Source: an optimization exercise on an open RTL-to-GDS flow (aim: small area and a short achievable clock period). Production flows keep margins and buffers that such runs may drop. Only simulation tests tie the RTL to the original design; equivalence was not proved.

Design top_module_d11, start of the top module:
module top_module_d11(
    i_clk,
    i_reset,
    i_start,
    i_load,
    i_enc_dec,
    i_pt1,
    i_pt2,
    i_key1,
    i_key2,
    i_r,
    o_ct1,
    o_ct2,
    o_done
);
Settings: LEC_CHECK=0, CAP_MARGIN=20, CORE_MARGIN=2, CORE_UTILIZATION=40, SLEW_MARGIN=20; clock period 10.0 ns.
standard.sh (not shown) runs the stock make flow with config.mk's settings and CLKGATE_MAP_FILE= SYNTH_SCRIPT=/design/flow/synth_recipe.tcl, a recipe that flattens the netlist after the stock synthesis.
==> flow/flow/run.sh <==
#!/bin/bash
set -euo pipefail
export BUFFER_PORTS_ARGS="-buffer_cell sky130_fd_sc_hd__buf_1"
bash standard.sh > standard_flow.log 2>&1
The baseline finished clean.
Rerun with:
==> flow/flow/run.sh (replaced) <==
#!/bin/bash
set -euo pipefail
export BUFFER_PORTS_ARGS="-buffer_cell sky130_fd_sc_hd__buf_1"
bash standard.sh SETUP_SLACK_MARGIN=6 MATCH_CELL_FOOTPRINT=0 finish > standard_flow.log 2>&1
What happened: The changed run finished clean. Die area stays the same. Final cell count increases by a few percent. Setup slack is better by 0.63 ns. Design area increases by roughly a tenth. Global-route usage increases by 0.58 points. Synthesized cell count is unchanged. Routed wire length increases slightly.

========
top_module_d11, a different RTL version from the one above (not shown whole).
Size: ~6100 cells after synthesis, ~59000 sq um of cells after synthesis.
## top_module_d11
module top_module_d11(
    i_clk,
    i_reset,
    i_start,
    i_load,
    i_enc_dec,
    i_pt1,
    i_pt2,
    i_key1,
    i_key2,
    i_r,
    o_ct1,
    o_ct2,
    o_done
);
clock: 10.0 ns
lec_check: 0
cap_margin: 20
core_margin: 2
core_utilization: 65
cts_cluster_diameter: 80
cts_cluster_size: 25
slew_margin: 20
==> flow/flow/run.sh <==
#!/bin/bash
set -euo pipefail
export BUFFER_PORTS_ARGS="-buffer_cell sky130_fd_sc_hd__buf_1"
bash standard.sh SETUP_SLACK_MARGIN=5.5 finish > standard_flow.log 2>&1
The baseline completed with no timing, DRC or antenna violations.
Rerun with:
- CTS_BUF_LIST: unset -> sky130_fd_sc_hd__clkbuf_8
- CTS_CLUSTER_DIAMETER: 80 -> unset
- CTS_CLUSTER_SIZE: 25 -> unset
- design area is higher by 5.2%
- global-route usage goes up by 1.4 points
- synthesized area does not change
- via count increases by 3.0%
- first-iteration DRC count went up by 4.8%
Rerun with:
- CTS_BUF_LIST: sky130_fd_sc_hd__clkbuf_8 -> unset
What happened:
- register-to-register slack loses 0.13 ns
- global-route usage falls by 0.65 points
- clock skew rises by 0.0050 ns
- worst hold slack barely changes
- routed wire length falls slightly
- non-clock buffer count falls by 72
- design area falls by a few percent
- critical path depth falls by 2
Rerun with:
==> flow/flow/run.sh (replaced) <==
#!/bin/bash
set -euo pipefail
export BUFFER_PORTS_ARGS="-buffer_cell sky130_fd_sc_hd__buf_1"
bash standard.sh SETUP_SLACK_MARGIN=5.75 finish > standard_flow.log 2>&1
- CTS_CLUSTER_DIAMETER: unset -> 80
- CTS_CLUSTER_SIZE: unset -> 32
Via count barely changes. Non-clock buffer count rises by 88. Die area stays the same. Synthesized cell count does not change. Cell area grows by 0.86%. First-iteration DRC count stays flat. Flip-flop and latch count stays the same. Global-route usage is lower by 0.15 points. Routed wire length came out higher by 0.37%.
Rerun with:
==> flow/flow/run.sh (replaced) <==
#!/bin/bash
set -euo pipefail
export BUFFER_PORTS_ARGS="-buffer_cell sky130_fd_sc_hd__buf_1"
bash standard.sh SETUP_SLACK_MARGIN=5.5 finish > standard_flow.log 2>&1
- PLACE_DENSITY: unset -> 0.72
What happened: Cell area fell by a few percent. Synthesized area is unchanged. Sequential share of layout area rose by 1.0 points. Core utilization fell by 2.4 points. Hold slack is about the same. Synthesized cell count does not change. Global-route usage fell by 1.2 points.
Rerun with:
- PLACE_DENSITY: 0.72 -> unset
After rerunning: Critical path depth stays the same; design area hardly moves; maximum frequency is about the same.

========
RTL: one of the versions met above, not the one the previous note started from.
Size: roughly 6,200 cells after synthesis, ~910 flip-flops, about 60,000 um2 of cells after synthesis.
export LEC_CHECK = 0
export CAP_MARGIN = 20
export CORE_MARGIN = 2
export CORE_UTILIZATION = 40
export SLEW_MARGIN = 20
create_clock -name core_clock -period 10.0 [get_ports {i_clk}]
run.sh (not shown) runs the stock make flow with config.mk's settings and CLKGATE_MAP_FILE= SYNTH_SCRIPT=/design/flow/synth_recipe.tcl, a recipe that flattens the netlist after the stock synthesis.
Stock flow here: none of the scripts above is used.
Edit:
==> flow/flow/run.sh (new file) <==
#!/bin/bash
set -euo pipefail
export BUFFER_PORTS_ARGS="-buffer_cell sky130_fd_sc_hd__buf_1"
bash standard.sh > standard_flow.log 2>&1
==> flow/standard.sh (new file) <==
#!/bin/bash
# synth_recipe.tcl (not shown) runs the flow's synth.tcl, then flattens the netlist and writes it again
# the make line also repeats each setting of config.mk as NAME=value (left out here)
make -C /OpenROAD-flow-scripts/flow DESIGN_CONFIG=/design/flow/config.mk WORK_HOME=/design/flow/orfs CLKGATE_MAP_FILE= SYNTH_SCRIPT=/design/flow/synth_recipe.tcl "${@:-finish}"
CTS_CLUSTER_DIAMETER = 60   (was not set)
CTS_CLUSTER_SIZE = 20   (was not set)
SETUP_SLACK_MARGIN = 5   (was not set)
removed: flow/run.sh
What happened: The changed run finished with timing, DRC and antenna clean; setup slack gets better by 720 ps; synthesized area does not change; count of clock-buffer cells in the layout came out lower by 44.
Edit:
==> flow/run.sh (new file) <==
#!/bin/bash
# synth_recipe.tcl (not shown) runs the flow's synth.tcl, then flattens the netlist and writes it again
# the make line also repeats each setting of config.mk as NAME=value (left out here)
make -C /OpenROAD-flow-scripts/flow DESIGN_CONFIG=/design/flow/config.mk WORK_HOME=/design/flow/orfs CLKGATE_MAP_FILE= SYNTH_SCRIPT=/design/flow/synth_recipe.tcl finish
CTS_CLUSTER_DIAMETER = not set   (was 60)
CTS_CLUSTER_SIZE = not set   (was 20)
removed: flow/flow/run.sh
removed: flow/standard.sh
Outcome: The changed run produced a clean layout. Die area stays the same. Design area came out higher by a little under a tenth. First-iteration DRC count shrinks by a few percent. Cell count rises slightly. Via count fell slightly. Critical path depth is unchanged.

-- re-timing with driven ports --
The results above use ideal ports. As a check the final layouts listed here were re-extracted and re-timed, cells and wires unchanged.
Step 1, drivers: a clkbuf_16 drives i_clk and a buf_2 each remaining input, both assumed.
Step 2 also shifts input and output timing later by t, the mid clock arrival at the registers, as if the neighbouring blocks saw the same clock.
Three values: ideal, step 1, step 2; two values: the first two.
run | t, ns | slack for setup (ns) | worst setup path at the end
the first run of note 1 | 0.840 | 4.755 / 4.680 / 4.954 | input to register
the second run of note 1 | 0.841 | 5.382 / 5.297 / 5.198 | input to register
the first run of note 2 | 0.742 | 5.403 / 5.325 / 5.487 | input to register
the second run of note 2 | 0.945 | 5.305 / 5.230 / 5.460 | input to register
the third run of note 2 | 0.772 | 5.431 / 5.354 / 5.435 | input to register
the fourth run of note 2 | 0.746 | 5.560 / 5.477 / 5.388 | input to register
the fifth run of note 2 | 0.749 | 5.456 / 5.379 / 4.970 | input to register
the sixth run of note 2 | 0.748 | 5.456 / 5.374 / 5.440 | input to register
the first run of note 3 | 0.839 | 4.208 / 4.123 / 4.962 | register to output
the second run of note 3 | 0.844 | 4.923 / 4.837 / 4.766 | input to register
the third run of note 3 | 0.811 | 4.904 / 4.818 / 4.977 | input to register
After both steps every run listed still meets setup and hold. For the fifth run of note 2, which loses most, drivers alone change the setup slack by -0.077 ns; drivers and shift together by -0.486 ns.
